This design comes from an exercise in tuning for small area on the open sky130 flow, not from production work. At most, simulation tests tie the RTL to the original design; equivalence was not proved. Only the layout flow was run in run 1; the RTL was not checked for function there. No activity file was given, so power comes from the tool's default toggle rates.

$ cat design/flow/design.v
module full_adder(
	output	s,
	output	co,  
	input	a,
	input	b,
	input	ci	 
);
	wire x;
	wire y;
	wire z;
	assign x = a ^ b;
	assign s = x ^ ci;
	assign y = x & ci;
	assign z = a & b;
	assign co = y | z;
endmodule
module adder32b(
	output	[31:0]	s,
	output	co,  
	input	[31:0]	a,
	input	[31:0]	b,
	input	ci	 
);
	wire [31:0] carry;
	assign co = carry[31];
		full_adder g0(
			.a(a[0]),
			.b(b[0]),
			.s(s[0]),
			.ci(ci),
			.co(carry[0])
		);
		full_adder g1(
			.a(a[1]),
			.b(b[1]),
			.s(s[1]),
			.ci(carry[0]),
			.co(carry[1])
		);
		full_adder g2(
			.a(a[2]),
			.b(b[2]),
			.s(s[2]),
			.ci(carry[1]),
			.co(carry[2])
		);
		full_adder g3(
			.a(a[3]),
			.b(b[3]),
			.s(s[3]),
			.ci(carry[2]),
			.co(carry[3])
		);
		full_adder g4(
			.a(a[4]),
			.b(b[4]),
			.s(s[4]),
			.ci(carry[3]),
			.co(carry[4])
		);
		full_adder g5(
			.a(a[5]),
			.b(b[5]),
			.s(s[5]),
			.ci(carry[4]),
			.co(carry[5])
		);
		full_adder g6(
			.a(a[6]),
			.b(b[6]),
			.s(s[6]),
			.ci(carry[5]),
			.co(carry[6])
		);
		full_adder g7(
			.a(a[7]),
			.b(b[7]),
			.s(s[7]),
			.ci(carry[6]),
			.co(carry[7])
		);
		full_adder g8(
			.a(a[8]),
			.b(b[8]),
			.s(s[8]),
			.ci(carry[7]),
			.co(carry[8])
		);
		full_adder g9(
			.a(a[9]),
			.b(b[9]),
			.s(s[9]),
			.ci(carry[8]),
			.co(carry[9])
		);
		full_adder g10(
			.a(a[10]),
			.b(b[10]),
			.s(s[10]),
			.ci(carry[9]),
			.co(carry[10])
		);
		full_adder g11(
			.a(a[11]),
			.b(b[11]),
			.s(s[11]),
			.ci(carry[10]),
			.co(carry[11])
		);
		full_adder g12(
			.a(a[12]),
			.b(b[12]),
			.s(s[12]),
			.ci(carry[11]),
			.co(carry[12])
		);
		full_adder g13(
			.a(a[13]),
			.b(b[13]),
			.s(s[13]),
			.ci(carry[12]),
			.co(carry[13])
		);
		full_adder g14(
			.a(a[14]),
			.b(b[14]),
			.s(s[14]),
			.ci(carry[13]),
			.co(carry[14])
		);
		full_adder g15(
			.a(a[15]),
			.b(b[15]),
			.s(s[15]),
			.ci(carry[14]),
			.co(carry[15])
		);
		full_adder g16(
			.a(a[16]),
			.b(b[16]),
			.s(s[16]),
			.ci(carry[15]),
			.co(carry[16])
		);
		full_adder g17(
			.a(a[17]),
			.b(b[17]),
			.s(s[17]),
			.ci(carry[16]),
			.co(carry[17])
		);
		full_adder g18(
			.a(a[18]),
			.b(b[18]),
			.s(s[18]),
			.ci(carry[17]),
			.co(carry[18])
		);
		full_adder g19(
			.a(a[19]),
			.b(b[19]),
			.s(s[19]),
			.ci(carry[18]),
			.co(carry[19])
		);
		full_adder g20(
			.a(a[20]),
			.b(b[20]),
			.s(s[20]),
			.ci(carry[19]),
			.co(carry[20])
		);
		full_adder g21(
			.a(a[21]),
			.b(b[21]),
			.s(s[21]),
			.ci(carry[20]),
			.co(carry[21])
		);
		full_adder g22(
			.a(a[22]),
			.b(b[22]),
			.s(s[22]),
			.ci(carry[21]),
			.co(carry[22])
		);
		full_adder g23(
			.a(a[23]),
			.b(b[23]),
			.s(s[23]),
			.ci(carry[22]),
			.co(carry[23])
		);
		full_adder g24(
			.a(a[24]),
			.b(b[24]),
			.s(s[24]),
			.ci(carry[23]),
			.co(carry[24])
		);
		full_adder g25(
			.a(a[25]),
			.b(b[25]),
			.s(s[25]),
			.ci(carry[24]),
			.co(carry[25])
		);
		full_adder g26(
			.a(a[26]),
			.b(b[26]),
			.s(s[26]),
			.ci(carry[25]),
			.co(carry[26])
		);
		full_adder g27(
			.a(a[27]),
			.b(b[27]),
			.s(s[27]),
			.ci(carry[26]),
			.co(carry[27])
		);
		full_adder g28(
			.a(a[28]),
			.b(b[28]),
			.s(s[28]),
			.ci(carry[27]),
			.co(carry[28])
		);
		full_adder g29(
			.a(a[29]),
			.b(b[29]),
			.s(s[29]),
			.ci(carry[28]),
			.co(carry[29])
		);
		full_adder g30(
			.a(a[30]),
			.b(b[30]),
			.s(s[30]),
			.ci(carry[29]),
			.co(carry[30])
		);
		full_adder g31(
			.a(a[31]),
			.b(b[31]),
			.s(s[31]),
			.ci(carry[30]),
			.co(carry[31])
		);
endmodule
module smv16b(
	output	[15:0]	dout_inst,
	output	reg [15:0]	dout_avg,
	input 	[15:0]	din,
	input 	run,
	input	sysrst,
	input	clk
);
	reg [5:0]  t;       
	reg [3:0]  c;       
	reg        clr;     
	reg        pend;    
	reg [15:0] ring [0:13];
	reg [15:0] n, d;
	reg [19:0] acc;
	wire rst   = ~sysrst;
	wire load  = (t == 6'd2);
	wire swap  = pend & (c == 4'd0);
	wire [15:0] tap = ring[13];
	wire [19:0] sum = acc + {4'b0, tap};
	assign dout_inst = d;
	integer i;
	always @(posedge clk) begin
		for (i = 13; i > 0; i = i - 1)
			ring[i] <= ring[i-1];
		ring[0] <= swap ? n : (clr ? 16'd0 : tap);
	end
	always @(posedge clk) begin
		if (rst) begin
			t    <= 6'd0;
			c    <= 4'd0;
			clr  <= 1'b1;
			pend <= 1'b0;
			n    <= 16'd0;
			d    <= 16'd0;
		end else begin
			if (t == 6'd35)
				t <= 6'd1;
			else if (t == 6'd1 && !run)
				t <= 6'd0;
			else
				t <= t + 6'd1;
			if (c == 4'd13 || swap)
				c <= 4'd0;
			else
				c <= c + 4'd1;
			if (c == 4'd13)
				clr <= 1'b0;
			if (load) begin
				pend <= 1'b1;
				n    <= din;
				d    <= n;
			end else if (swap) begin
				pend <= 1'b0;
				n    <= tap;
			end
		end
	end
	always @(posedge clk) begin
		if (t == 6'd21)
			acc <= {4'b0, d} + {4'b0, n};
		else
			acc <= sum;
		if (t == 6'd35 && sysrst)
			dout_avg <= sum[19:4];
	end
endmodule
$ cat design/flow/run.sh
#!/bin/bash
# synth_recipe.tcl (not shown) runs the flow's synth.tcl, then flattens the netlist and writes it again
# the make line also repeats each setting of config.mk as NAME=value (left out here)
make -C /OpenROAD-flow-scripts/flow DESIGN_CONFIG=/design/flow/config.mk WORK_HOME=/design/flow/orfs CLKGATE_MAP_FILE= SYNTH_SCRIPT=/design/flow/synth_recipe.tcl finish
$ cat design/flow/config.mk
export PLATFORM = sky130hd
export DESIGN_NAME = smv16b
export DESIGN_NICKNAME = smv16b
export VERILOG_FILES = /design/flow/design.v
export SDC_FILE = /design/flow/constraint.sdc
export NUM_CORES = 4
export LEC_CHECK = 0
export CAP_MARGIN = 20
export CORE_MARGIN = 2
export CORE_UTILIZATION = 40
export SLEW_MARGIN = 20
$ cat design/flow/constraint.sdc
create_clock -name core_clock -period 10.0 [get_ports {clk}]
set_input_delay 2.0000 -clock core_clock [delete_from_list [all_inputs] [get_ports {clk}]]
set_output_delay 2.0000 -clock core_clock [all_outputs]
set_load 0.01 [all_outputs]
==> key figures, run 1 <==
Drt
  • Drt initial violations: 220
  • Vias per cell: 4.61
  • DR pass1 iterations: 4
  • Residual DRC: 0
  • Drt total wl: 16.0 mm
  • DR vias: 5468
  • Wire per inst: 13.5 µm
  • Final ANT Viol Nets: 0

Timing
  • Final setup TNS: 0 ns
  • Peak Freq: 281 MHz
  • Pins Over Slew Limit: 0
  • Setup violators final: 0
  • Final Hold Viols: 0
  • Worst slew pin tran: 0.821 ns
  • Crit path time final: 3.56 ns
  • Hold slack: 0.323 ns
  • RSZ-0062 raised after global routing: no
  • Final period util: 35.6%
  • Relative max-transition margin: 43.9%
  • Skew final: 0.0328 ns

Worst setup path
  • CP arrival: 1.56 ns
  • Top delay family on crit path: buffers and inverters
  • CP peak stage delay: 0.58 ns
  • CP required: 8.00 ns
  • Crit path capture type: primary output
  • R2r setup slk: 7.04 ns
  • Slowest CP cell: clkdlybuf4s50_1
  • Setup CP Type: flip-flop to primary output
  • Maximum fanout along the worst path: 3
  • Worst path buffer plus inverter count: 1
  • Worst setup SP type: flip-flop
  • Crit-path cells: clkdlybuf4s50_1

Finish
  • Nets: 904
  • Fraction of layout cells with a size suffix above 1: 8.29%
  • N_diodes: 0
  • Area delta synth->final: 19.9%

Synth
  • Mapped Nets: 848
  • Most frequent cell after synthesis: dfxtp_1
  • Avg Cell Area, Syn: 11.9 µm²
  • Post-synth top area cell: dfxtp_1
  • Ys async rst share: 0%
  • Post-synthesis sequential element count: 304
  • Yosys warns: 2
  • Post-synthesis sequential area ratio: 66.3%
  • Mapped cell area: 9410 µm²
  • Top cell type's share of synthesized area: 61.2%
  • Cell variety after synth: 55
  • Most frequent cells after synthesis: 288 x dfxtp_1, 103 x nand2_1, 38 x ha_1
  • Top FF cell, synth: dfxtp_1
  • Top post-synthesis cells by area: dfxtp_1 61%, edfxtp_1 5.1%, ha_1 5.1%, nand2_1 4.1%, mux2i_1 2.0%
  • Number of synthesized flops with an enable pin: 16
  • Synth Instances: 789

Power and ir drop
  • Lkg Pwr: 4.64 nW
  • PD cells: 236 nW/µm²
  • Pwr Total: 0.00266 W
  • Peak supply drop: 0.142 mV

Clock network
  • Cts bufs inserted: 30
  • CTS root buffer: clkbuf_16
  • Worst skew pair latency: 0.56 ns
  • Max Root-Sink Buffers: 3
  • Hold-fix buffers, CTS: 0
  • Num Clock Sinks: 304
  • PostCTS Resize Cnt: 0
  • Clock transition at path regs: 0.06 ns
  • Post-CTS Setup Repair Bufs: 0
  • H-tree levels: 1
  • CTS tree: yes

Global routing
  • Vias in the first global route: 5162
  • Total grt overflow: 0
  • Initial antenna violation count: 0
  • Total GRT Usage: 13.2%
  • Largest net degree at the start of global routing: 51
  • First-pass GRT wire length: 25.9 mm

Place
  • IO buf count: 50
  • GP Congestion: 0.791
  • DP HPWL: 11.0 mm

Floorplanning
  • Die H: 157 µm
  • Initial Utilization: 40.5%
  • Core box area: 23300 µm²
  • Die X-Extent: 157 µm
  • Row Count: 56
  • Die area: 24800 µm²
  • IO Pins: 51

Flow run
  • Max-Cap Viols: 0

Worst hold path
  • Worst hold path class: flip-flop to flip-flop

Outcome
  • Status: no timing/DRC/antenna violations
## path summary, 6_finish.rpt
kind | from | end | depth (start not counted)
worst min-delay path | ring[5][2] | ring[6][2] | 0
worst max register to register | d[0] | acc[16] | 8
worst max-delay path | d[8] | dout_inst[8] | 1
worst min register to register | ring[5][2] | ring[6][2] | 0
## report_power, final
group	internal, W	switching [W]
Clock	0.000682	0.000455
Sequential	0.00128	0.0000246
Combinational	0.0000926	0.000132
Total	0.00205	0.000611
## layer usage
| metal | vias to the layer above | global-route usage (%) | part of all wire [%] |
|---|---|---|---|
| met5 | - | 0 | 0 |
| met4 | 0 | 4.24 | 2.7 |
| met3 | 30 | 2.67 | 4.2 |
| met2 | 94 | 19.7 | 41 |
| met1 | 2526 | 19.2 | 52 |
| li1 | 2818 | - | - |
## stage by stage
| step | setup slack, ns | utilization [%] | std cells | cell area (µm²) |
|---|---|---|---|---|
| 2_1_floorplan | 7.10 | - | 789 | 9410 |
| 3_3_place_gp | 6.08 | 44.0 | 1132 | 10200 |
| 3_5_place_dp | 6.07 | 44.0 | 1132 | 10200 |
| 4_1_cts | 6.41 | 48.5 | 1187 | 11300 |
| 5_1_grt | 6.39 | 48.5 | 1187 | 11300 |
| 6_report | 6.44 | 48.5 | 1187 | 11300 |
## flip-flops by register name, summed over array words and instances (netlist names)
signal / count
acc: 20
c: 4
clr: 1
d: 16
dout_avg: 16
n: 16
pend: 1
ring: 224
t: 6
## layout by cell type, fill, tap and decap left out, types with 5 or more instances in the layout
| master | count |
|---|---|
| ha_1 | 38 |
| xor2_1 | 15 |
| nand2b_1 | 20 |
| inv_1 | 10 |
| mux2_2 | 7 |
| a21oi_1 | 32 |
| clkbuf_16 | 31 |
| dfxtp_1 | 288 |
| nand3b_1 | 5 |
| nor2_1 | 31 |
| o211a_1 | 16 |
| clkdlybuf4s50_1 | 50 |
| nand3_1 | 17 |
| clkbuf_8 | 8 |
| mux2i_1 | 19 |
| o31ai_1 | 6 |
| o21ai_0 | 27 |
| a21boi_0 | 17 |
| xnor2_1 | 17 |
| nand2_1 | 103 |
| edfxtp_1 | 16 |
| a21o_1 | 13 |
| o211ai_1 | 8 |
| o21a_1 | 5 |
## final cells by class
cell class | instances | area, µm²
Sequential cell | 304 | 6250
Inverter | 10 | 37.5
Fill cell | 2120 | 12000
Clock buffer | 43 | 901
Multi-Input combinational cell | 446 | 3040
Clock inverter | 12 | 149
Tap cell | 319 | 399
Timing Repair Buffer | 53 | 523
## kinds of logic after synthesis
group	count (synthesis)	share of synthesized area, %
flops	304	66.3
fa+ha+maj	40	5.48
simple gates	196	9.37
compound gates	152	11.4
mux	26	2.86
buf+inv	39	1.58
xor+xnor	32	2.98
==> inputs of run 2 (changes only) <==
--- a/design/flow/design.v
+++ b/design/flow/design.v
@@ -269,3 +269,16 @@
 	wire [15:0] tap = ring[13];
-	wire [19:0] sum = acc + {4'b0, tap};
+	wire        init = (t == 6'd21);
+	wire [19:0] opa  = init ? {4'b0, d} : acc;
+	wire [15:0] opb  = init ? n : tap;
+	wire [19:0] sum;
+	wire [20:0] cy;
+	assign cy[0] = 1'b0;
+	genvar k;
+	generate
+		for (k = 0; k < 20; k = k + 1) begin : g_add
+			wire b = (k < 16) ? opb[k] : 1'b0;
+			assign sum[k]  = opa[k] ^ b ^ cy[k];
+			assign cy[k+1] = (opa[k] & b) | (opa[k] & cy[k]) | (b & cy[k]);
+		end
+	endgenerate
 	assign dout_inst = d;
@@ -309,6 +322,3 @@
 	always @(posedge clk) begin
-		if (t == 6'd21)
-			acc <= {4'b0, d} + {4'b0, n};
-		else
-			acc <= sum;
+		acc <= sum;
 		if (t == 6'd35 && sysrst)
--- a/design/flow/config.mk
+++ b/design/flow/config.mk
@@ -10,2 +10,5 @@
 export CORE_UTILIZATION = 40
+export CTS_BUF_LIST = sky130_fd_sc_hd__clkbuf_16
+export CTS_CLUSTER_DIAMETER = 100
+export CTS_CLUSTER_SIZE = 24
 export SLEW_MARGIN = 20
==> run 2 against run 1 <==
Still clean; register-to-register slack worse by 5.3 ns; design area down 14%; count of clock-buffer cells in the layout down 26.
==> key figures, run 2 <==
Clock network
  • Worst skew pair latency: 0.49 ns (-0.07 ns)
  • CTS tree: yes
  • H-tree levels: 1 (unchanged)
  • PostCTS Resize Cnt: 0 (unchanged)
  • Num Clock Sinks: 304 (unchanged)
  • Cts bufs inserted: 16 (-47%)
  • Post-CTS Setup Repair Bufs: 0 (unchanged)
  • Clock transition at path regs: 0.10 ns (+0.04 ns)
  • Hold-fix buffers, CTS: 0 (unchanged)
  • Max Root-Sink Buffers: 3 (unchanged)
  • CTS root buffer: clkbuf_16

Synth
  • Most frequent cell after synthesis: dfxtp_1
  • Post-synth top area cell: dfxtp_1
  • Yosys warns: 2 (unchanged)
  • Mapped Nets: 649 (-23%)
  • Most frequent cells after synthesis: 288 x dfxtp_1, 69 x nand2_1, 22 x nand3_1
  • Avg Cell Area, Syn: 14.0 µm² (+17%)
  • Post-synthesis sequential element count: 304 (unchanged)
  • Synth Instances: 605 (-23%)
  • Cell variety after synth: 37 (-33%)
  • Ys async rst share: 0% (unchanged)
  • Top post-synthesis cells by area: dfxtp_1 68%, edfxtp_1 5.7%, fa_1 3.5%, nand2_1 3.1%, mux2_1 2.7%
  • Post-synthesis sequential area ratio: 73.8% (+7.4 points)
  • Top cell type's share of synthesized area: 68.1% (+6.9 points)
  • Mapped cell area: 8460 µm² (-10%)
  • Number of synthesized flops with an enable pin: 16 (unchanged)
  • Top FF cell, synth: dfxtp_1

Worst setup path
  • Maximum fanout along the worst path: 7 (+4)
  • CP arrival: 8.54 ns (+6.98 ns)
  • CP required: 10.23 ns (+2.23 ns)
  • Worst setup SP type: flip-flop
  • Setup CP Type: flip-flop to flip-flop
  • Crit path capture type: flip-flop

Outcome
  • Status: no timing/DRC/antenna violations

Timing
  • Relative max-transition margin: 29.9% (-14 points)
  • Setup violators final: 0 (unchanged)
  • Worst slew pin tran: 1.05 ns (+0.230 ns)
  • Final Hold Viols: 0 (unchanged)
  • Pins Over Slew Limit: 0 (unchanged)
  • Final setup TNS: 0 ns (unchanged)
  • Final WS setup: 1.69 ns (-4.75 ns)
  • RSZ-0062 raised after global routing: no
  • Crit path time final: 8.31 ns (+4.75 ns)
  • Final period util: 83.1% (+47 points)
  • Skew final: 0.0165 ns (-0.0164 ns)
  • Peak Freq: 120 MHz (-57%)

Global routing
  • Initial antenna violation count: 0 (unchanged)
  • Total grt overflow: 0 (unchanged)
  • First-pass GRT wire length: 23.6 mm (-9.0%)
  • Total GRT Usage: 13.5% (+0.30 points)
  • Vias in the first global route: 4390 (-15%)
  • Largest net degree at the start of global routing: 41 (-20%)

Drt
  • Drt initial violations: 274 (+25%)
  • Wire per inst: 15.7 µm (+16%)
  • DR vias: 4318 (-21%)
  • Final ANT Viol Nets: 0 (unchanged)
  • Vias per cell: 4.62 (+0.25%)
  • Residual DRC: 0 (unchanged)
  • DR pass1 iterations: 4 (unchanged)
  • Drt total wl: 14.7 mm (-8.4%)

Floorplanning
  • IO Pins: 51 (unchanged)
  • Die X-Extent: 149 µm (-5.0%)
  • Die H: 149 µm (-5.0%)
  • Row Count: 53 (-5.4%)
  • Die area: 22300 µm² (-9.8%)
  • Initial Utilization: 40.5% (+0.052 points)
  • Core box area: 20900 µm² (-10%)

Finish
  • Fraction of layout cells with a size suffix above 1: 8.64% (+0.34 points)
  • N_diodes: 0 (unchanged)
  • Largest Register: ring
  • Nets: 696 (-23%)
  • Filler Cell Count: 1796 (-15%)
  • Largest register FFs: 224 (unchanged)
  • Most frequent cells in the layout: 288 x dfxtp_1, 69 x nand2_1, 50 x clkdlybuf4s50_1
  • Regs by FF count: ring x224, acc x20
  • Most common cell after layout, fill and taps aside: dfxtp_1
  • Area delta synth->final: 14.1%

Place
  • GP Congestion: 0.796 (+0.72%)
  • IO buf count: 50 (unchanged)
  • DP HPWL: 9.19 mm (-16%)
  • Dpl ws: 1.73 ns (-4.34 ns)

Power and ir drop
  • Peak supply drop: 0.0918 mV (-36%)
  • Lkg Pwr: 3.80 nW (-18%)
  • Gate power share: 6.5% (-1.9 points)
  • Internal power: 0.00165 W (-20%)
  • Clk pwr share: 31.8% (-11 points)
  • Net Sw Power: 0.000464 W (-24%)
  • PD cells: 219 nW/µm² (-7.3%)
  • Sw Ratio: 22.0% (-0.99 points)
  • Reg power frac: 61.7% (+13 points)

Worst hold path
  • Worst hold path class: flip-flop to flip-flop

Flow run
  • Max-Cap Viols: 0 (unchanged)
==> run 2: cell count changes in the layout (fill, tap and decap cells not counted), sizes merged, moves of 15 or more <==
cell    delta
mux2      +23
o211a     -16
ha        -28
clkbuf    -26
a21boi    -17
nand2b    -19
mux2i     -17
nand2     -33
nor2      -26
nor3      +15
==> run 2: layer usage <==
| layer | routed length [µm] | GRT usage, % | vias to the layer above |
|---|---|---|---|
| met4 | 264 | 3.71 | 0 |
| met1 | 6840 | 18.7 | 2111 |
| met2 | 6830 | 21.6 | 78 |
| met5 | 0 | 0 | - |
| li1 | - | - | 2110 |
| met3 | 760 | 2.84 | 19 |
==> run 2: kinds of logic after synthesis <==
family / Yosys count / share of synthesized area, %
mux: 32 / 4.23
compound gates: 55 / 4.09
buf+inv: 37 / 2.57
xor+xnor: 6 / 0.621
flops: 304 / 73.8
simple gates: 146 / 9.67
fa+ha+maj: 25 / 5.03
==> run 2: power by group through the flow <==
stage | combinational, W | clock, W | sequential [W]
2_1_floorplan | 0.0000955 | 0 | 0.00132
5_1_grt | 0.000154 | 0.000743 | 0.00131
3_3_place_gp | 0.000132 | 0 | 0.00133
4_1_cts | 0.000140 | 0.000697 | 0.00130
6_report | 0.000137 | 0.000672 | 0.00130
3_5_place_dp | 0.000139 | 0 | 0.00133
==> run 2: cell type report <==
cell class,instances,area (µm²),share of cell area (%)
repair buffers,57,553,5.73
clock inverters,9,38.8,0.402
inverters,9,33.8,0.350
well taps,275,344,3.56
flip-flops and latches,304,6250,64.7
multi-input cells,264,2020,20.9
clock buffers,17,425,4.40
==> run 2: critical path, cell delays in order, from the launching register on <==
cell      delay, ns
dfxtp_1        0.39
ha_1           0.24
nand4b_4       0.16
nor2_8         0.18
mux2_1         0.34
ha_1           0.21
fa_1           0.35
inv_1          0.08
fa_1           0.15
inv_1          0.05
fa_1           0.37
fa_1           0.39
fa_1           0.41
fa_1           0.41
fa_1           0.40
fa_1           0.40
fa_1           0.41
fa_1           0.40
fa_1           0.42
fa_1           0.40
fa_1           0.40
fa_1           0.40
fa_1           0.38
ha_1           0.19
ha_1           0.18
ha_1           0.19
xnor2_1        0.14
==> run 2: path summary, 6_finish.rpt <==
check	cells after the start	slack (ns)	end	startpoint
setup / recovery	26	1.69	dout_avg[15]	t[0]
hold / removal	0	0.31	ring[9][8]	ring[8][8]
setup reg to reg	26	1.69	dout_avg[15]	t[0]
hold reg to reg	0	0.31	ring[9][8]	ring[8][8]
==> run 2: stage by stage <==
step                      util [%]  hold WS [ns]  area [µm²]  std cells  total power [W]
after global placement        44.0         0.310        9200        909          0.00146
after global routing          46.2         0.323        9660        935          0.00221
after detailed placement      44.0         0.312        9200        909          0.00147
final                         46.2         0.312        9660        935          0.00211
after CTS                     46.2         0.316        9660        935          0.00214
after floorplan                  -         0.310        8460        605          0.00142
==> inputs of run 3 (changes only) <==
--- a/design/flow/config.mk
+++ b/design/flow/config.mk
@@ -10,5 +10,5 @@
 export CORE_UTILIZATION = 40
-export CTS_BUF_LIST = sky130_fd_sc_hd__clkbuf_16
-export CTS_CLUSTER_DIAMETER = 100
-export CTS_CLUSTER_SIZE = 24
+export CTS_BUF_LIST = sky130_fd_sc_hd__clkbuf_8
+export CTS_CLUSTER_DIAMETER = 60
+export CTS_CLUSTER_SIZE = 14
 export SLEW_MARGIN = 20
==> run 3 against run 2 <==
Total power decreased by 3.9%; via count increased by 0.12%; final cell count increased by 1.1%; sequential share of layout area increased by 0.50 points; design area decreased by 0.76%; worst hold slack improved by 0.0062 ns; wire length increased by 0.95%; clock skew increased by 0.0018 ns; fmax about the same.
==> key figures, run 3 <==
Timing
  • Crit path time final: 8.31 ns (+0.00256 ns)
  • Worst slew pin tran: 1.03 ns (-0.0177 ns)
  • Setup violators final: 0 (unchanged)
  • RSZ-0062 raised after global routing: no
  • Skew final: 0.0183 ns (+0.00179 ns)
  • Final setup TNS: 0 ns (unchanged)
  • Peak Freq: 120 MHz (about the same)
  • Pins Over Slew Limit: 0 (unchanged)
  • Final period util: 83.1% (about the same)
  • Relative max-transition margin: 31.1% (+1.2 points)
  • Final Hold Viols: 0 (unchanged)

Clock network
  • CTS tree: yes
  • Post-CTS Setup Repair Bufs: 0 (unchanged)
  • H-tree levels: 1 (unchanged)
  • Clock transition at path regs: 0.10 ns (about the same)
  • Cts bufs inserted: 25 (+9)
  • Hold-fix buffers, CTS: 0 (unchanged)
  • CTS root buffer: clkbuf_8
  • Max Root-Sink Buffers: 3 (unchanged)
  • Num Clock Sinks: 304 (unchanged)
  • Worst skew pair latency: 0.55 ns (+0.06 ns)
  • PostCTS Resize Cnt: 0 (unchanged)

Synth
  • Ys async rst share: 0% (unchanged)
  • Top FF cell, synth: dfxtp_1
  • Top cell type's share of synthesized area: 68.1% (unchanged)
  • Mapped Nets: 649 (unchanged)
  • Yosys warns: 2 (unchanged)
  • Number of synthesized flops with an enable pin: 16 (unchanged)
  • Post-synthesis sequential element count: 304 (unchanged)
  • Post-synth top area cell: dfxtp_1
  • Synth Instances: 605 (unchanged)
  • Mapped cell area: 8460 µm² (unchanged)
  • Most frequent cells after synthesis: 288 x dfxtp_1, 69 x nand2_1, 22 x nand3_1
  • Top post-synthesis cells by area: dfxtp_1 68%, edfxtp_1 5.7%, fa_1 3.5%, nand2_1 3.1%, mux2_1 2.7%
  • Post-synthesis sequential area ratio: 73.8% (unchanged)
  • Avg Cell Area, Syn: 14.0 µm² (unchanged)
  • Most frequent cell after synthesis: dfxtp_1
  • Cell variety after synth: 37 (unchanged)

Place
  • GP Congestion: 0.796 (unchanged)
  • IO buf count: 50 (unchanged)
  • DP HPWL: 9.19 mm (unchanged)

Finish
  • Filler Cell Count: 1811 (+0.84%)
  • Most frequent cells in the layout: 288 x dfxtp_1, 69 x nand2_1, 50 x clkdlybuf4s50_1
  • Most common cell after layout, fill and taps aside: dfxtp_1
  • N_diodes: 0 (unchanged)
  • Nets: 705 (+1.3%)
  • Largest Register: ring
  • Regs by FF count: ring x224, acc x20
  • Area delta synth->final: 13.2%
  • Largest register FFs: 224 (unchanged)
  • Fraction of layout cells with a size suffix above 1: 9.85% (+1.2 points)

Global routing
  • Initial antenna violation count: 0 (unchanged)
  • First-pass GRT wire length: 24.0 mm (+1.8%)
  • Vias in the first global route: 4473 (+1.9%)
  • Largest net degree at the start of global routing: 41 (unchanged)
  • Total GRT Usage: 13.8% (+0.27 points)
  • Total grt overflow: 0 (unchanged)

Worst setup path
  • Reg2Reg Depth: 27 (+3.8%)
  • Worst setup SP type: flip-flop
  • Setup CP Type: flip-flop to flip-flop
  • Setup crit end: dout_avg[15]
  • R2r endpoint: dout_avg[15]
  • R2r setup slk: 1.69 ns (about the same)
  • Worst R2R Start: t[1]
  • Crit path from: t[1]
  • Crit path capture type: flip-flop
  • CP required: 10.29 ns (+0.06 ns)
  • Maximum fanout along the worst path: 7 (unchanged)
  • CP arrival: 8.61 ns (+0.07 ns)

Power and ir drop
  • Lkg Pwr: 3.78 nW (-0.65%)
  • Pwr Total: 0.00203 W (-3.9%)
  • Peak supply drop: 0.0884 mV (-3.7%)
  • PD cells: 212 nW/µm² (-3.1%)

Floorplanning
  • Die X-Extent: 149 µm (unchanged)
  • Row Count: 53 (unchanged)
  • Initial Utilization: 40.5% (unchanged)
  • Die H: 149 µm (unchanged)
  • IO Pins: 51 (unchanged)
  • Core box area: 20900 µm² (unchanged)
  • Die area: 22300 µm² (unchanged)

Worst hold path
  • Worst Min Path Start: ring[10][5]
  • Worst hold path class: flip-flop to flip-flop

Outcome
  • Status: no timing/DRC/antenna violations

Drt
  • Wire per inst: 15.7 µm (-0.12%)
  • Drt initial violations: 275 (+0.36%)
  • Vias per cell: 4.57 (-0.94%)
  • DR vias: 4323 (+0.12%)
  • Final ANT Viol Nets: 0 (unchanged)
  • DR pass1 iterations: 4 (unchanged)
  • Drt total wl: 14.8 mm (+0.95%)
  • Residual DRC: 0 (unchanged)

Flow run
  • Max-Cap Viols: 0 (unchanged)
[run 3: cell counts after synthesis]
Identical to the previous run, type by type.
[run 3: stage by stage]
step / area [µm²] / worst slack [ns] / utilization, % / hold WS [ns] / instances
3_5_place_dp: 9200 / 1.73 / 44.0 / 0.312 / 909
6_report: 9590 / 1.69 / 45.9 / 0.319 / 945
5_1_grt: 9590 / 1.32 / 45.9 / 0.326 / 945
3_3_place_gp: 9200 / 1.79 / 44.0 / 0.310 / 909
2_1_floorplan: 8460 / 2.03 / - / 0.310 / 605
4_1_cts: 9590 / 1.64 / 45.9 / 0.324 / 945
[run 3: layout make-up]
type | count | area, µm² | share of cell area (%)
flip-flops and latches | 304 | 6250 | 65.2
multi-input cells | 264 | 2020 | 21.1
repair buffers | 57 | 553 | 5.77
clock buffers | 25 | 344 | 3.59
well taps | 275 | 344 | 3.59
clock inverters | 11 | 46.3 | 0.483
inverters | 9 | 33.8 | 0.352
[run 3: kinds of logic (layout without fill, tap and decap cells)]
logic type / count (synthesis) / count (layout) / share of synthesized area [%]
xor+xnor: 6 / 6 / 0.621
buf+inv: 37 / 102 / 2.57
flops: 304 / 304 / 73.8
compound gates: 55 / 55 / 4.09
simple gates: 146 / 146 / 9.67
mux: 32 / 32 / 4.23
fa+ha+maj: 25 / 25 / 5.03
[run 3: critical path, cell delays in order, from the launching register on]
cell and delay [ns]:
dfxtp_1 0.36, inv_1 0.07, ha_1 0.21, nand4b_4 0.16, nor2_8 0.18, mux2_1 0.34, ha_1 0.21, fa_1 0.35
inv_1 0.08, fa_1 0.15, inv_1 0.05, fa_1 0.37, fa_1 0.39, fa_1 0.41, fa_1 0.41, fa_1 0.39
fa_1 0.39, fa_1 0.41, fa_1 0.40, fa_1 0.42, fa_1 0.40, fa_1 0.40, fa_1 0.40, fa_1 0.38
ha_1 0.19, ha_1 0.18, ha_1 0.19, xnor2_1 0.14
[run 3: worst min-delay path by stage]
stage	to	slack (ns)	cells past startpoint
final	ring[11][5]	0.32	0
after global placement	ring[6][2]	0.31	0
after floorplan	ring[10][0]	0.31	0
after global routing	ring[12][10]	0.33	0
after detailed placement	ring[10][2]	0.31	0
after CTS	ring[11][5]	0.32	0
[run 3: per-layer routing]
metal,up-vias,global-route usage [%],routed length (µm)
met5,-,0,0
met1,2091,18.7,6870
li1,2122,-,-
met4,0,4.62,296
met3,23,2.90,821
met2,87,22.0,6840
[run 3: power by group]
| part | leakage, nW | total (W) | internal, W | switching, W |
|---|---|---|---|---|
| clock | 0.232 | 0.000592 | 0.000230 | 0.000362 |
| combinational | 1.07 | 0.000136 | 0.0000586 | 0.0000776 |
| sequential | 2.47 | 0.00130 | 0.00128 | 0.0000234 |
==> inputs of run 4 (changes only) <==
==> design/flow/flow/run.sh (new file) <==
#!/bin/bash
# Standard ORFS layout (the standard.sh), with the port buffers inserted
# by buffer_ports made from the smallest buffer cell instead of the default.
set -euo pipefail
export BUFFER_PORTS_ARGS="-buffer_cell sky130_fd_sc_hd__buf_1"
bash standard.sh > flow_orfs.log 2>&1
==> design/flow/standard.sh (new file) <==
#!/bin/bash
# synth_recipe.tcl (not shown) runs the flow's synth.tcl, then flattens the netlist and writes it again
# the make line also repeats each setting of config.mk as NAME=value (left out here)
make -C /OpenROAD-flow-scripts/flow DESIGN_CONFIG=/design/flow/config.mk WORK_HOME=/design/flow/orfs CLKGATE_MAP_FILE= SYNTH_SCRIPT=/design/flow/synth_recipe.tcl "${@:-finish}"
removed: design/flow/run.sh
==> run 4 against run 3 <==
Total power fell by 0.36%; worst hold slack gained 0.0019 ns; final cell count decreased by 0.42%; non-clock buffer count down 1; design area shrank 3.5%; sequential power hardly changed; wire length is 1.1% higher; via count is 0.49% higher; area after synthesis stayed put; die area did not move; fmax up 0.35%; clock skew about the same.
==> key figures, run 4 <==
Outcome
  • Status: no timing/DRC/antenna violations

Clock network
  • PostCTS Resize Cnt: 0 (unchanged)
  • CTS tree: yes
  • Clock transition at path regs: 0.10 ns (about the same)
  • Worst skew pair latency: 0.54 ns (about the same)
  • Cts bufs inserted: 25 (unchanged)
  • Max Root-Sink Buffers: 3 (unchanged)
  • Hold-fix buffers, CTS: 0 (unchanged)
  • Num Clock Sinks: 304 (unchanged)
  • Post-CTS Setup Repair Bufs: 0 (unchanged)
  • H-tree levels: 1 (unchanged)
  • CTS root buffer: clkbuf_8

Finish
  • Filler Cell Count: 1883 (+4.0%)
  • Regs by FF count: ring x224, acc x20
  • Cell area after layout: 9250 µm² (-3.5%)
  • Area delta synth->final: 9.31%
  • Most common cell after layout, fill and taps aside: dfxtp_1
  • Nets: 704 (-0.14%)
  • Largest Register: ring
  • Largest register FFs: 224 (unchanged)
  • Fraction of layout cells with a size suffix above 1: 9.76% (-0.091 points)
  • Most frequent cells in the layout: 288 x dfxtp_1, 69 x nand2_1, 50 x buf_1
  • Post-route insts no fill: 941 (-0.42%)
  • N_diodes: 0 (unchanged)

Floorplanning
  • IO Pins: 51 (unchanged)
  • Die X-Extent: 149 µm (unchanged)
  • Row Count: 53 (unchanged)
  • Die area: 22300 µm² (unchanged)
  • Core box area: 20900 µm² (unchanged)
  • Die H: 149 µm (unchanged)
  • Initial Utilization: 40.5% (unchanged)

Worst setup path
  • CP required: 10.29 ns (about the same)
  • Top cell by count, worst path: fa_1
  • Slowest CP cell: fa_1
  • CP arrival: 8.57 ns (-0.04 ns)
  • Setup CP Type: flip-flop to flip-flop
  • Worst setup SP type: flip-flop
  • Maximum fanout along the worst path: 5 (-2)
  • CP peak stage delay: 0.43 ns (about the same)
  • Crit path capture type: flip-flop

Global routing
  • Total GRT Usage: 13.7% (-0.096 points)
  • Vias in the first global route: 4568 (+2.1%)
  • Largest net degree at the start of global routing: 41 (unchanged)
  • Initial antenna violation count: 0 (unchanged)
  • First-pass GRT wire length: 24.0 mm (about the same)
  • Total grt overflow: 0 (unchanged)

Timing
  • Hold slack: 0.321 ns (+0.00194 ns)
  • Final Hold Viols: 0 (unchanged)
  • RSZ-0062 raised after global routing: no
  • Peak Freq: 121 MHz (+0.35%)
  • Crit path time final: 8.28 ns (-0.0287 ns)
  • Relative max-transition margin: 31.2% (+0.096 points)
  • Final period util: 82.8% (-0.29 points)
  • Worst slew pin tran: 1.03 ns (-0.00143 ns)
  • Final setup TNS: 0 ns (unchanged)
  • Setup violators final: 0 (unchanged)
  • Pins Over Slew Limit: 0 (unchanged)
  • Skew final: 0.0185 ns (+0.000232 ns)

Power and ir drop
  • Peak supply drop: 0.105 mV (+19%)
  • Reg power frac: 64.3% (+0.2 points)
  • Clk pwr share: 29.2% (about the same)
  • Lkg Pwr: 3.63 nW (-3.8%)
  • Sw Ratio: 22.9% (+0.12 points)
  • PD cells: 219 nW/µm² (+3.2%)
  • Gate power share: 6.5% (-0.2 points)
  • Internal power: 0.00156 W (-0.52%)
  • Net Sw Power: 0.000463 W (+0.17%)

Place
  • Dpl cells: 908 (-0.11%)
  • GP Congestion: 0.739 (-7.2%)
  • DP HPWL: 9.31 mm (+1.4%)
  • IO buf count: 50 (unchanged)
  • Placed instance area: 8880 µm² (-3.5%)

Synth
  • Top post-synthesis cells by area: dfxtp_1 68%, edfxtp_1 5.7%, fa_1 3.5%, nand2_1 3.1%, mux2_1 2.7%
  • Post-synth top area cell: dfxtp_1
  • Top cell type's share of synthesized area: 68.1% (unchanged)
  • Mapped cell area: 8460 µm² (unchanged)
  • Cell variety after synth: 37 (unchanged)
  • Post-synthesis sequential area ratio: 73.8% (unchanged)
  • Most frequent cell after synthesis: dfxtp_1
  • Avg Cell Area, Syn: 14.0 µm² (unchanged)
  • Mapped Nets: 649 (unchanged)
  • Ys async rst share: 0% (unchanged)
  • Post-synthesis sequential element count: 304 (unchanged)
  • Number of synthesized flops with an enable pin: 16 (unchanged)
  • Yosys warns: 2 (unchanged)
  • Most frequent cells after synthesis: 288 x dfxtp_1, 69 x nand2_1, 22 x nand3_1
  • Synth Instances: 605 (unchanged)
  • Top FF cell, synth: dfxtp_1

Drt
  • Wire per inst: 15.9 µm (+1.6%)
  • Drt total wl: 15.0 mm (+1.1%)
  • Residual DRC: 0 (unchanged)
  • Final ANT Viol Nets: 0 (unchanged)
  • DR pass1 iterations: 4 (unchanged)
  • DR vias: 4344 (+0.49%)
  • Drt initial violations: 352 (+28%)
  • Vias per cell: 4.62 (+0.91%)

Worst hold path
  • Worst hold path class: flip-flop to flip-flop

Flow run
  • Max-Cap Viols: 0 (unchanged)
-- run 4: logic make-up after synthesis --
family / after synthesis / synth area share, %
buffers and inverters: 37 / 2.57
xor gates and xnor gates: 6 / 0.621
AOI/OAI and AO/OA: 55 / 4.09
DFF: 304 / 73.8
adders and majority gates: 25 / 5.03
and+or+nand+nor: 146 / 9.67
muxes: 32 / 4.23
-- run 4: final cells by class --
class / count / area, µm² / area share (%)
clock inverters: 8 / 31.3 / 0.338
well taps: 275 / 344 / 3.72
clock buffers: 25 / 344 / 3.72
flip-flops and latches: 304 / 6250 / 67.5
multi-input cells: 264 / 2020 / 21.8
inverters: 9 / 33.8 / 0.365
repair buffers: 56 / 233 / 2.52
-- run 4: power groups by stage --
stage | registers (W) | logic (W) | clock network, W
2_1_floorplan | 0.00132 | 0.0000955 | 0
3_3_place_gp | 0.00133 | 0.000124 | 0
3_5_place_dp | 0.00133 | 0.000133 | 0
4_1_cts | 0.00130 | 0.000133 | 0.000609
5_1_grt | 0.00131 | 0.000147 | 0.000655
6_report | 0.00130 | 0.000131 | 0.000590
-- run 4: worst paths after layout --
path	start	end	cells past startpoint	slack [ns]
min reg2reg	ring[7][10]	ring[8][10]	0	0.32
max reg2reg	t[0]	dout_avg[15]	26	1.72
max	t[0]	dout_avg[15]	26	1.72
min	ring[7][10]	ring[8][10]	0	0.32
-- run 4: per-layer routing --
| layer | routed length [µm] | GRT usage [%] |
|---|---|---|
| met4 | 467 | 6.29 |
| met5 | 0 | 0 |
| met1 | 6750 | 17.3 |
| met2 | 6980 | 22.5 |
| met3 | 801 | 2.96 |
-- run 4: worst max-delay path: cells and delay by family, from the launching register on --
family        cells  cell delay (ns)
fa+ha+maj        20             6.72
buf+inv           2             0.12
mux               1             0.34
simple gates      2             0.30
xor+xnor          1             0.14
flops             1             0.40
-- run 4: through the flow --
stage | total power, W | setup slack (ns) | utilization (%)
finish | 0.00202 | 1.72 | 44.3
global route | 0.00211 | 1.36 | 44.3
CTS | 0.00204 | 1.68 | 44.3
detailed placement | 0.00146 | 1.73 | 42.5
global placement | 0.00145 | 1.78 | 42.5
floorplan | 0.00142 | 2.03 | -
==> inputs of run 5 (changes only) <==
--- a/design/flow/design.v
+++ b/design/flow/design.v
@@ -258,4 +258,11 @@
 );
-	reg [5:0]  t;       
-	reg [3:0]  c;       
+	localparam [5:0] S_IDLE = 6'd0;
+	localparam [5:0] S_POLL = 6'd1;
+	localparam [5:0] S_F1   = 6'd3;    
+	localparam [5:0] S_F20  = 6'd22;   
+	localparam [5:0] S_F34  = 6'd6;    
+	localparam [3:0] C_0    = 4'd0;
+	localparam [3:0] C_13   = 4'd4;
+	reg [5:0]  t;
+	reg [3:0]  c;
 	reg        clr;     
@@ -266,8 +273,17 @@
 	wire rst   = ~sysrst;
-	wire load  = (t == 6'd2);
-	wire swap  = pend & (c == 4'd0);
+	wire load  = (t == S_F1);
+	wire swap  = pend & (c == C_0);
+	wire cwrap = (c == C_13);
 	wire [15:0] tap = ring[13];
-	wire        init = (t == 6'd21);
-	wire [19:0] opa  = init ? {4'b0, d} : acc;
-	wire [15:0] opb  = init ? n : tap;
+	wire keep  = ~swap & ~clr;
+	wire n_din = sysrst & load;
+	wire n_tap = sysrst & swap;
+	wire n_hld = sysrst & ~load & ~swap;
+	wire d_new = sysrst & load;
+	wire d_hld = sysrst & ~load;
+	wire [5:0] t_lfsr = {t[4:0], ~(t[5] ^ t[4])};
+	wire [3:0] c_lfsr = {c[2:0], ~(c[3] ^ c[2])};
+	wire        init = (t == S_F20);
+	wire [19:0] opa  = ({20{init}} & {4'b0, d}) | ({20{~init}} & acc);
+	wire [19:0] opb  = {4'b0, ({16{init}} & n) | ({16{~init}} & tap)};
 	wire [19:0] sum;
@@ -278,5 +294,4 @@
 		for (k = 0; k < 20; k = k + 1) begin : g_add
-			wire b = (k < 16) ? opb[k] : 1'b0;
-			assign sum[k]  = opa[k] ^ b ^ cy[k];
-			assign cy[k+1] = (opa[k] & b) | (opa[k] & cy[k]) | (b & cy[k]);
+			assign sum[k]  = opa[k] ^ opb[k] ^ cy[k];
+			assign cy[k+1] = (opa[k] & opb[k]) | (opa[k] & cy[k]) | (opb[k] & cy[k]);
 		end
@@ -288,3 +303,3 @@
 			ring[i] <= ring[i-1];
-		ring[0] <= swap ? n : (clr ? 16'd0 : tap);
+		ring[0] <= ({16{swap}} & n) | ({16{keep}} & tap);
 	end
@@ -292,29 +307,23 @@
 		if (rst) begin
-			t    <= 6'd0;
-			c    <= 4'd0;
+			t    <= S_IDLE;
+			c    <= C_0;
 			clr  <= 1'b1;
 			pend <= 1'b0;
-			n    <= 16'd0;
-			d    <= 16'd0;
 		end else begin
-			if (t == 6'd35)
-				t <= 6'd1;
-			else if (t == 6'd1 && !run)
-				t <= 6'd0;
+			if (t == S_F34)
+				t <= S_POLL;
+			else if (t == S_POLL && !run)
+				t <= S_IDLE;
 			else
-				t <= t + 6'd1;
-			if (c == 4'd13 || swap)
-				c <= 4'd0;
+				t <= t_lfsr;
+			if (cwrap || swap)
+				c <= C_0;
 			else
-				c <= c + 4'd1;
-			if (c == 4'd13)
+				c <= c_lfsr;
+			if (cwrap)
 				clr <= 1'b0;
-			if (load) begin
+			if (load)
 				pend <= 1'b1;
-				n    <= din;
-				d    <= n;
-			end else if (swap) begin
+			else if (swap)
 				pend <= 1'b0;
-				n    <= tap;
-			end
 		end
@@ -322,4 +331,8 @@
 	always @(posedge clk) begin
+		n <= ({16{n_din}} & din) | ({16{n_tap}} & tap) | ({16{n_hld}} & n);
+		d <= ({16{d_new}} & n) | ({16{d_hld}} & d);
+	end
+	always @(posedge clk) begin
 		acc <= sum;
-		if (t == 6'd35 && sysrst)
+		if (t == S_F34 && sysrst)
 			dout_avg <= sum[19:4];
--- a/design/flow/config.mk
+++ b/design/flow/config.mk
@@ -9,6 +9,7 @@
 export CORE_MARGIN = 2
-export CORE_UTILIZATION = 40
+export CORE_UTILIZATION = 70
 export CTS_BUF_LIST = sky130_fd_sc_hd__clkbuf_8
 export CTS_CLUSTER_DIAMETER = 60
-export CTS_CLUSTER_SIZE = 14
+export CTS_CLUSTER_SIZE = 16
+export PLACE_DENSITY = 0.8
 export SLEW_MARGIN = 20
==> run 5 against run 4 <==
Still clean on timing, DRC and antenna; highest routed layer unchanged; global-route usage increased by 7.6 points; worst setup slack got worse by 1.0 ns; first-iteration DRC count decreased by 28%; via count decreased by 9.4%; largest power group unchanged; fmax decreased by 11%; clock skew decreased by 0.0018 ns; clock power decreased by 6.9%; final cell count decreased by 21%; flip-flop and latch count unchanged; critical path depth decreased by 2.
==> key figures, run 5 <==
Clock network
  • Post-CTS Setup Repair Bufs: 0 (unchanged)
  • CTS tree: yes
  • Clock transition at path regs: 0.10 ns (about the same)
  • Hold-fix buffers, CTS: 0 (unchanged)
  • Cts bufs inserted: 22 (-12%)
  • CTS root buffer: clkbuf_8
  • PostCTS Resize Cnt: 0 (unchanged)
  • Num Clock Sinks: 304 (unchanged)
  • Worst skew pair latency: 0.52 ns (-0.02 ns)
  • Max Root-Sink Buffers: 3 (unchanged)
  • H-tree levels: 1 (unchanged)

Power and ir drop
  • Peak supply drop: 0.205 mV (+95%)
  • Sw Ratio: 20.1% (-2.8 points)
  • Internal power: 0.00145 W (-6.9%)
  • PD cells: 207 nW/µm² (-5.1%)
  • Lkg Pwr: 3.56 nW (-2.2%)
  • Gate power share: 1.9% (-4.6 points)
  • Net Sw Power: 0.000366 W (-21%)
  • Reg power frac: 67.9% (+3.6 points)
  • Clk pwr share: 30.2% (+1.0 points)

Worst setup path
  • Setup CP Type: flip-flop to flip-flop
  • CP arrival: 9.59 ns (+1.02 ns)
  • R2r setup slk: 0.67 ns (-1.04 ns)
  • Maximum fanout along the worst path: 16 (+11)
  • Crit path from: t[2]
  • Crit path capture type: flip-flop
  • Worst R2R Start: t[2]
  • Worst setup SP type: flip-flop
  • CP required: 10.26 ns (-0.03 ns)

Finish
  • Area delta synth->final: 7.89%
  • Largest register FFs: 224 (unchanged)
  • Most frequent cells in the layout: 288 x dfxtp_1, 50 x buf_1, 23 x clkbuf_8
  • Most common cell after layout, fill and taps aside: dfxtp_1
  • Regs by FF count: ring x224, acc x20
  • Nets: 637 (-9.5%)
  • Fraction of layout cells with a size suffix above 1: 7.62% (-2.1 points)
  • Util after Layout: 77.1% (+33 points)
  • N_diodes: 0 (unchanged)
  • Largest Register: ring

Drt
  • Residual DRC: 0 (unchanged)
  • Wire per inst: 17.2 µm (+8.0%)
  • Drt initial violations: 253 (-28%)
  • DR vias: 3935 (-9.4%)
  • Vias per cell: 5.27 (+14%)
  • Drt total wl: 12.9 mm (-14%)
  • DR pass1 iterations: 4 (unchanged)
  • Final ANT Viol Nets: 0 (unchanged)

Synth
  • Top FF cell, synth: dfxtp_1
  • Top post-synthesis cells by area: dfxtp_1 71%, edfxtp_1 5.9%, fa_1 3.7%, mux2_1 2.8%, a221o_1 2.0%
  • Synth Instances: 536 (-11%)
  • Most frequent cells after synthesis: 288 x dfxtp_1, 22 x nor2_1, 20 x mux2_1
  • Mapped cell area: 8120 µm² (-4.1%)
  • Ys async rst share: 0% (unchanged)
  • Most frequent cell after synthesis: dfxtp_1
  • Cell variety after synth: 37 (unchanged)
  • Avg Cell Area, Syn: 15.1 µm² (+8.3%)
  • Post-synthesis sequential element count: 304 (unchanged)
  • Mapped Nets: 578 (-11%)
  • Number of synthesized flops with an enable pin: 16 (unchanged)
  • Top cell type's share of synthesized area: 71.0% (+2.9 points)
  • Post-synth top area cell: dfxtp_1
  • Post-synthesis sequential area ratio: 76.9% (+3.1 points)
  • Yosys warns: 2 (unchanged)

Floorplanning
  • Die X-Extent: 112 µm (-25%)
  • Row Count: 39 (-26%)
  • Die H: 112 µm (-25%)
  • IO Pins: 51 (unchanged)
  • Die area: 12500 µm² (-44%)
  • Initial Utilization: 71.4% (+31 points)
  • Core box area: 11400 µm² (-46%)

Place
  • GP Congestion: 0.785 (+6.2%)
  • IO buf count: 50 (unchanged)
  • DP HPWL: 8.06 mm (-13%)

Timing
  • Pins Over Slew Limit: 0 (unchanged)
  • Crit path time final: 9.33 ns (+1.04 ns)
  • Final setup TNS: 0 ns (unchanged)
  • Worst slew pin tran: 0.957 ns (-0.0740 ns)
  • RSZ-0062 raised after global routing: no
  • Final Hold Viols: 0 (unchanged)
  • Final period util: 93.3% (+10 points)
  • Relative max-transition margin: 36.0% (+4.8 points)
  • Skew final: 0.0167 ns (-0.00176 ns)
  • Hold slack: 0.321 ns (+0.000515 ns)
  • Setup violators final: 0 (unchanged)
  • Peak Freq: 107 MHz (-11%)

Global routing
  • Largest net degree at the start of global routing: 34 (-17%)
  • Total grt overflow: 0 (unchanged)
  • Vias in the first global route: 4016 (-12%)
  • First-pass GRT wire length: 21.1 mm (-12%)
  • Initial antenna violation count: 0 (unchanged)
  • Total GRT Usage: 21.3% (+7.6 points)

Worst hold path
  • Worst Min Path Start: ring[8][2]
  • Worst hold path class: flip-flop to flip-flop

Outcome
  • Status: no timing/DRC/antenna violations

Flow run
  • Max-Cap Viols: 0 (unchanged)
-- run 5: stage by stage --
step                      worst slack [ns]  instances  area (µm²)  total power, W
after floorplan                      0.852        536        8120         0.00128
after global placement               0.772        714        8410         0.00129
after detailed placement             0.636        714        8410         0.00130
after CTS                            0.611        747        8760         0.00184
after global routing                 0.344        747        8760         0.00189
final                                0.673        747        8760         0.00182
-- run 5: final cells by class --
| class | count | area [µm²] |
|---|---|---|
| sequential | 304 | 6250 |
| fill | 682 | 2610 |
| multi-input combinational | 203 | 1720 |
| clock buffer | 23 | 317 |
| timing repair buffer | 55 | 225 |
| tap | 143 | 179 |
| clock inverter | 10 | 37.5 |
| inverter | 9 | 33.8 |
-- run 5: path summary, 6_finish.rpt --
kind,endpoint,depth (start not counted)
worst max-delay path,dout_avg[14],24
worst min-delay path,ring[9][2],0
worst max register to register,dout_avg[14],24
worst min register to register,ring[9][2],0
-- run 5: cells by family after synthesis --
kind of cell,after synthesis,synth area share [%]
buffers and inverters,29,1.90
multiplexers,32,4.64
XOR/XNOR,1,0.108
AND/OR/NAND/NOR,91,5.99
flip-flops,304,76.9
adder cells (fa/ha/maj),23,4.93
AO/OA/AOI/OAI,56,5.52
-- run 5: power by group through the flow --
stage | clock network, W | logic, W | registers [W]
final | 0.000549 | 0.0000339 | 0.00123
after global routing | 0.000614 | 0.0000366 | 0.00124
after CTS | 0.000568 | 0.0000339 | 0.00123
after detailed placement | 0 | 0.0000339 | 0.00126
after global placement | 0 | 0.0000322 | 0.00126
after floorplan | 0 | 0.0000236 | 0.00126
-- run 5: critical path: stages, from the launching register on --
cell and delay (ns):
dfxtp_1 0.40, or3b_4 0.44, nor2_8 0.14, buf_4 0.27, mux2_4 0.33, fa_1 0.38
inv_1 0.09, fa_1 0.17, inv_1 0.06, fa_1 0.45, fa_1 0.46, fa_1 0.46
fa_1 0.46, fa_1 0.46, fa_1 0.48, fa_1 0.48, fa_1 0.47, fa_1 0.47
fa_1 0.49, fa_1 0.48, fa_1 0.46, fa_1 0.43, ha_1 0.21, ha_1 0.19
ha_1 0.34
-- run 5: per-layer routing --
metal | up-vias | routed length (µm) | track usage, %
met3 | 21 | 623 | 4.74
met1 | 1920 | 5860 | 30.4
met5 | - | 0 | 0
met2 | 84 | 6170 | 33.3
met4 | 0 | 204 | 6.17
li1 | 1910 | - | -
==> inputs of run 6 (changes only) <==
--- a/design/flow/flow/run.sh
+++ b/design/flow/flow/run.sh
@@ -5,2 +5,3 @@
 export BUFFER_PORTS_ARGS="-buffer_cell sky130_fd_sc_hd__buf_1"
+export RECOVER_POWER=100
 bash standard.sh > flow_orfs.log 2>&1
==> run 6 against run 5 <==
Now fails the layout checks on capacitance limit, slew limit; final cell count did not move; worst hold slack gained 0.00052 ns; count of clock-buffer cells in the layout did not move; synthesized cell count did not move; largest power group unchanged; worst setup slack got worse by 0.081 ns; non-clock buffer count is the same; utilization decreased by 0.32 points; register-to-register slack got worse by 0.08 ns; clock power barely moved; wire length fell by 0.22%; global-route usage stayed put.
==> key figures, run 6 <==
Outcome
  • Status: finished with violations
  • Violated checks: capacitance limit, slew limit

Timing
  • Worst slew pin tran: 2.67 ns (+1.72 ns)
  • Relative max-transition margin: -79.3% (-120 points)
  • Final WS setup: 0.592 ns (-0.0806 ns)
  • Final setup TNS: 0 ns (unchanged)
  • Pins Over Slew Limit: 34 (+34)
  • Final period util: 94.1% (+0.81 points)
  • Crit path time final: 9.41 ns (+0.0806 ns)
  • Final Hold Viols: 0 (unchanged)
  • RSZ-0062 raised after global routing: no
  • Setup violators final: 0 (unchanged)
  • Peak Freq: 106 MHz (-0.86%)
  • Skew final: 0.0188 ns (+0.00208 ns)

Worst setup path
  • CP arrival: 9.67 ns (+0.08 ns)
  • Worst setup SP type: flip-flop
  • Crit path capture type: flip-flop
  • CP required: 10.26 ns (about the same)
  • Maximum fanout along the worst path: 16 (unchanged)
  • R2r setup slk: 0.59 ns (-0.08 ns)
  • Setup CP Type: flip-flop to flip-flop

Drt
  • Residual DRC: 0 (unchanged)
  • Wire per inst: 17.2 µm (-0.22%)
  • DR pass1 iterations: 4 (unchanged)
  • Drt total wl: 12.8 mm (-0.22%)
  • Drt initial violations: 253 (unchanged)
  • DR vias: 3906 (-0.74%)
  • Final ANT Viol Nets: 0 (unchanged)
  • Vias per cell: 5.23 (-0.74%)

Synth
  • Top cell type's share of synthesized area: 71.0% (unchanged)
  • Number of synthesized flops with an enable pin: 16 (unchanged)
  • Synth Instances: 536 (unchanged)
  • Post-synthesis sequential area ratio: 76.9% (unchanged)
  • Ys async rst share: 0% (unchanged)
  • Top post-synthesis cells by area: dfxtp_1 71%, edfxtp_1 5.9%, fa_1 3.7%, mux2_1 2.8%, a221o_1 2.0%
  • Post-synth top area cell: dfxtp_1
  • Most frequent cell after synthesis: dfxtp_1
  • Top FF cell, synth: dfxtp_1
  • Mapped cell area: 8120 µm² (unchanged)
  • Most frequent cells after synthesis: 288 x dfxtp_1, 22 x nor2_1, 20 x mux2_1
  • Mapped Nets: 578 (unchanged)
  • Avg Cell Area, Syn: 15.1 µm² (unchanged)
  • Yosys warns: 2 (unchanged)
  • Cell variety after synth: 37 (unchanged)
  • Post-synthesis sequential element count: 304 (unchanged)

Place
  • DP HPWL: 8.06 mm (unchanged)
  • Placed instance area: 8410 µm² (unchanged)
  • IO buf count: 50 (unchanged)
  • GP Congestion: 0.785 (unchanged)
  • Dpl cells: 714 (unchanged)
  • Dpl ws: 0.636 ns (unchanged)

Finish
  • Post-route insts no fill: 747 (unchanged)
  • N_diodes: 0 (unchanged)
  • Largest Register: ring
  • Filler Cell Count: 693 (+1.6%)
  • Most common cell after layout, fill and taps aside: dfxtp_1
  • Most frequent cells in the layout: 288 x dfxtp_1, 50 x buf_1, 23 x clkbuf_8
  • Cell area after layout: 8720 µm² (-0.41%)
  • Largest register FFs: 224 (unchanged)
  • Fraction of layout cells with a size suffix above 1: 6.29% (-1.3 points)
  • Nets: 637 (unchanged)
  • Regs by FF count: ring x224, acc x20
  • Area delta synth->final: 7.44%

Floorplanning
  • Core box area: 11400 µm² (unchanged)
  • IO Pins: 51 (unchanged)
  • Die X-Extent: 112 µm (unchanged)
  • Row Count: 39 (unchanged)
  • Initial Utilization: 71.4% (unchanged)
  • Die area: 12500 µm² (unchanged)
  • Die H: 112 µm (unchanged)

Clock network
  • H-tree levels: 1 (unchanged)
  • Clock transition at path regs: 0.10 ns (about the same)
  • Cts bufs inserted: 22 (unchanged)
  • Num Clock Sinks: 304 (unchanged)
  • Worst skew pair latency: 0.52 ns (about the same)
  • Max Root-Sink Buffers: 3 (unchanged)
  • Post-CTS Setup Repair Bufs: 0 (unchanged)
  • CTS tree: yes
  • PostCTS Resize Cnt: 0 (unchanged)
  • CTS root buffer: clkbuf_8
  • Hold-fix buffers, CTS: 0 (unchanged)

Global routing
  • First-pass GRT wire length: 21.1 mm (unchanged)
  • Total GRT Usage: 21.3% (unchanged)
  • Total grt overflow: 0 (unchanged)
  • Largest net degree at the start of global routing: 34 (unchanged)
  • Initial antenna violation count: 0 (unchanged)
  • Vias in the first global route: 4016 (unchanged)

Power and ir drop
  • Peak supply drop: 0.206 mV (+0.24%)
  • PD cells: 208 nW/µm² (+0.33%)
  • Pwr Total: 0.00182 W (about the same)
  • Lkg Pwr: 3.54 nW (-0.44%)

Worst hold path
  • Worst hold path class: flip-flop to flip-flop

Flow run
  • Max-Cap Viols: 2 (+2)
## run 6: changes by cell type in the layout (fill, tap and decap cells not counted), sizes merged
cell and change:
buf -3, clkbuf +3
## run 6: layer usage
| layer | up-vias | share of wire (%) | global-route usage, % |
|---|---|---|---|
| met3 | 26 | 5.0 | 4.74 |
| met5 | - | 0 | 0 |
| met2 | 82 | 47 | 33.3 |
| li1 | 1911 | - | - |
| met1 | 1887 | 46 | 30.4 |
| met4 | 0 | 2.0 | 6.17 |
## run 6: cell type report
class	instances	area [µm²]	share of cell area [%]
multi-input combinational	203	1700	19.5
clock inverter	10	37.5	0.430
inverter	9	33.8	0.387
clock buffer	23	317	3.63
sequential	304	6250	71.6
tap	143	179	2.05
timing repair buffer	55	214	2.45
## run 6: kinds of logic after synthesis
kind of cell,synth area share [%]
AO/OA/AOI/OAI,5.52
multiplexers,4.64
XOR/XNOR,0.108
AND/OR/NAND/NOR,5.99
buffers and inverters,1.90
flip-flops,76.9
adder cells (fa/ha/maj),4.93
## run 6: worst max-delay path: stages, from the launching register on
cell	delay, ns
dfxtp_1	0.39
or3b_1	0.47
nor2_8	0.17
buf_4	0.27
mux2_1	0.37
fa_1	0.39
inv_1	0.09
fa_1	0.17
inv_1	0.06
fa_1	0.45
fa_1	0.46
fa_1	0.46
fa_1	0.46
fa_1	0.46
fa_1	0.48
fa_1	0.48
fa_1	0.47
fa_1	0.47
fa_1	0.49
fa_1	0.48
fa_1	0.46
fa_1	0.43
ha_1	0.21
ha_1	0.19
ha_1	0.34
## run 6: path summary, 6_finish.rpt
check / cells past startpoint / startpoint / to
setup / recovery: 24 / t[2] / dout_avg[14]
hold / removal: 0 / ring[2][2] / ring[3][2]
setup reg to reg: 24 / t[2] / dout_avg[14]
hold reg to reg: 0 / ring[2][2] / ring[3][2]
## run 6: power breakdown
group	leakage (nW)	switching, W	internal, W
clock network	0.219	0.000338	0.000211
registers	2.47	0.00000700	0.00123
logic	0.851	0.0000205	0.0000116
## run 6: per-stage QoR
stage	hold WS (ns)	utilization [%]
floorplan	0.310	-
global placement	0.309	73.9
detailed placement	0.312	73.9
CTS	0.327	77.1
global route	0.330	76.7
finish	0.322	76.7
==> inputs of run 7 (changes only) <==
--- a/design/flow/flow/run.sh
+++ b/design/flow/flow/run.sh
@@ -5,3 +5,2 @@
 export BUFFER_PORTS_ARGS="-buffer_cell sky130_fd_sc_hd__buf_1"
-export RECOVER_POWER=100
 bash standard.sh > flow_orfs.log 2>&1
--- a/design/flow/config.mk
+++ b/design/flow/config.mk
@@ -9,7 +9,6 @@
 export CORE_MARGIN = 2
-export CORE_UTILIZATION = 70
+export CORE_UTILIZATION = 40
 export CTS_BUF_LIST = sky130_fd_sc_hd__clkbuf_8
 export CTS_CLUSTER_DIAMETER = 60
-export CTS_CLUSTER_SIZE = 16
-export PLACE_DENSITY = 0.8
+export CTS_CLUSTER_SIZE = 14
 export SLEW_MARGIN = 20
==> run 7 against run 6 <==
Worst hold slack lost 0.014 ns; flip-flop and latch count is the same; clock skew grew 0.0058 ns; final cell count grew 17%; largest power group unchanged; clock power grew about 10%; now clean on timing, DRC and antenna; fmax grew 0.20%; sequential share of layout area shrank 1.9 points; critical endpoint is now dout_avg[15]; wire length grew 5.1%; via count grew 1.4%.
==> key figures, run 7 <==
Outcome
  • Status: no timing/DRC/antenna violations

Finish
  • Fraction of layout cells with a size suffix above 1: 8.10% (+1.8 points)
  • N_diodes: 0 (unchanged)
  • Largest Register: ring
  • Regs by FF count: ring x224, acc x20
  • Filler Cell Count: 1785 (+160%)
  • Nets: 639 (+0.31%)
  • Util after Layout: 44.6% (-32 points)
  • Area delta synth->final: 10.4%
  • Most frequent cells in the layout: 288 x dfxtp_1, 50 x buf_1, 27 x clkbuf_8
  • Largest register FFs: 224 (unchanged)

Worst setup path
  • Worst setup SP type: flip-flop
  • CP arrival: 9.67 ns (about the same)
  • Reg2Reg Depth: 25 (+4.2%)
  • CP required: 10.28 ns (+0.02 ns)
  • Maximum fanout along the worst path: 7 (-9)
  • Setup CP Type: flip-flop to flip-flop
  • Crit path capture type: flip-flop
  • R2r setup slk: 0.61 ns (+0.02 ns)
  • Worst R2R Start: t[2]

Clock network
  • CTS root buffer: clkbuf_8
  • Cts bufs inserted: 25 (+14%)
  • Num Clock Sinks: 304 (unchanged)
  • Post-CTS Setup Repair Bufs: 0 (unchanged)
  • PostCTS Resize Cnt: 0 (unchanged)
  • Clock transition at path regs: 0.10 ns (about the same)
  • Hold-fix buffers, CTS: 0 (unchanged)

Worst hold path
  • Worst hold path class: flip-flop to flip-flop
  • WHS Endpoint: ring[13][9]
  • Hold depth: 0 (unchanged)

Timing
  • Final Hold Viols: 0 (unchanged)
  • Relative max-transition margin: 34.0% (+110 points)
  • Worst slew pin tran: 0.986 ns (-1.69 ns)
  • Crit path time final: 9.39 ns (-0.0191 ns)
  • Peak Freq: 107 MHz (+0.20%)
  • Hold slack: 0.308 ns (-0.0136 ns)
  • Pins Over Slew Limit: 0 (-100%)
  • RSZ-0062 raised after global routing: no
  • Skew final: 0.0246 ns (+0.00582 ns)
  • Final WS setup: 0.611 ns (+0.0191 ns)
  • Final setup TNS: 0 ns (unchanged)
  • Setup violators final: 0 (unchanged)

Place
  • IO buf count: 50 (unchanged)
  • Dpl ws: 0.589 ns (-0.0475 ns)
  • DP HPWL: 8.40 mm (+4.2%)

Synth
  • Post-synthesis sequential area ratio: 76.9% (unchanged)
  • Avg Cell Area, Syn: 15.1 µm² (unchanged)
  • Top post-synthesis cells by area: dfxtp_1 71%, edfxtp_1 5.9%, fa_1 3.7%, mux2_1 2.8%, a221o_1 2.0%
  • Yosys warns: 2 (unchanged)
  • Top cell type's share of synthesized area: 71.0% (unchanged)
  • Most frequent cell after synthesis: dfxtp_1
  • Synth Instances: 536 (unchanged)
  • Ys async rst share: 0% (unchanged)
  • Top FF cell, synth: dfxtp_1
  • Mapped cell area: 8120 µm² (unchanged)
  • Most frequent cells after synthesis: 288 x dfxtp_1, 22 x nor2_1, 20 x mux2_1

Drt
  • DR pass1 iterations: 4 (unchanged)
  • Residual DRC: 0 (unchanged)
  • DR vias: 3960 (+1.4%)
  • Drt total wl: 13.5 mm (+5.1%)
  • Final ANT Viol Nets: 0 (unchanged)
  • Drt initial violations: 263 (+4.0%)

Global routing
  • Total GRT Usage: 12.9% (-8.3 points)
  • Largest net degree at the start of global routing: 34 (unchanged)
  • First-pass GRT wire length: 22.0 mm (+4.4%)
  • Total grt overflow: 0 (unchanged)

Floorplanning
  • Core box area: 20100 µm² (+77%)
  • Initial Utilization: 40.4% (-31 points)
  • Die H: 146 µm (+31%)

Power and ir drop
  • PD cells: 209 nW/µm² (+0.39%)
  • Peak supply drop: 0.0864 mV (-58%)
## run 7: cell types whose count changed in the layout (fill, tap and decap cells not counted), moves of 3 or more
| cell | delta |
|---|---|
| clkbuf_1 | -3 |
| o21ai_1 | +3 |
| o21ai_0 | -3 |
| clkbuf_8 | +4 |
## run 7: logic make-up (layout without fill, tap and decap cells)
family | after synthesis | in the layout | synth area share (%)
buf+inv | 29 | 98 | 1.90
flops | 304 | 304 | 76.9
mux | 32 | 32 | 4.64
fa+ha+maj | 23 | 23 | 4.93
compound gates | 56 | 56 | 5.52
xor+xnor | 1 | 1 | 0.108
simple gates | 91 | 91 | 5.99
## run 7: area by class of cell
type                            count  area, µm²  share of cell area (%)
Multi-Input combinational cell    203       1730                    19.3
Sequential cell                   304       6250                    69.7
Timing Repair Buffer               54        218                    2.43
Clock inverter                      8       30.0                   0.335
Inverter                            9       33.8                   0.377
Clock buffer                       27        372                    4.15
Tap cell                          270        338                    3.77
## run 7: stage by stage
step,cells,instance area (µm²)
final,875,8960
after global routing,875,8960
after CTS,875,8960
after detailed placement,840,8560
after global placement,840,8560
after floorplan,536,8120
## run 7: power breakdown
group / leakage [nW] / switching (W) / total, W / internal, W
clock: 0.237 / 0.000359 / 0.000604 / 0.000244
sequential: 2.47 / 0.00000735 / 0.00123 / 0.00123
combinational: 0.862 / 0.0000219 / 0.0000346 / 0.0000127
total: 3.57 / 0.000389 / 0.00187 / 0.00148
## run 7: per-layer routing
layer | routed length [µm] | vias to the layer above | share of wire [%] | GRT usage (%)
met5 | 0 | - | 0 | 0
met4 | 516 | 0 | 3.8 | 6.55
met3 | 536 | 49 | 4.0 | 2.50
met2 | 5990 | 79 | 44 | 20.2
met1 | 6450 | 1924 | 48 | 17.3
li1 | - | 1908 | - | -
## run 7: how the worst max path moves through the flow
stage          startpoint  depth (start not counted)      endpoint  slack [ns]
6_report             t[2]                         25  dout_avg[15]        0.61
5_1_grt              t[2]                         25  dout_avg[15]        0.28
4_1_cts              t[2]                         25  dout_avg[15]        0.55
3_5_place_dp         t[2]                         25  dout_avg[15]        0.59
3_3_place_gp         t[2]                         25  dout_avg[15]        0.62
2_1_floorplan        t[2]                         26  dout_avg[15]        0.85
## run 7: worst max-delay path, stage by stage (launching register included)
cell and delay, ns:
dfxtp_1 0.39, or3b_4 0.44, nor2_8 0.19, mux2_1 0.34, ha_1 0.22, fa_1 0.42, inv_1 0.09, fa_1 0.17
inv_1 0.06, fa_1 0.46, fa_1 0.46, fa_1 0.46, fa_1 0.46, fa_1 0.46, fa_1 0.49, fa_1 0.50
fa_1 0.48, fa_1 0.47, fa_1 0.47, fa_1 0.46, fa_1 0.46, fa_1 0.43, ha_1 0.22, ha_1 0.21
ha_1 0.20, xnor2_1 0.14

Check on run 7: ideal ports give 0.611 ns setup slack; a clkbuf_16 on the clock port and buf_2 on the inputs give 0.611 ns; moving port delays by the midpoint clock arrival (0.566 ns) as well gives 0.611 ns.
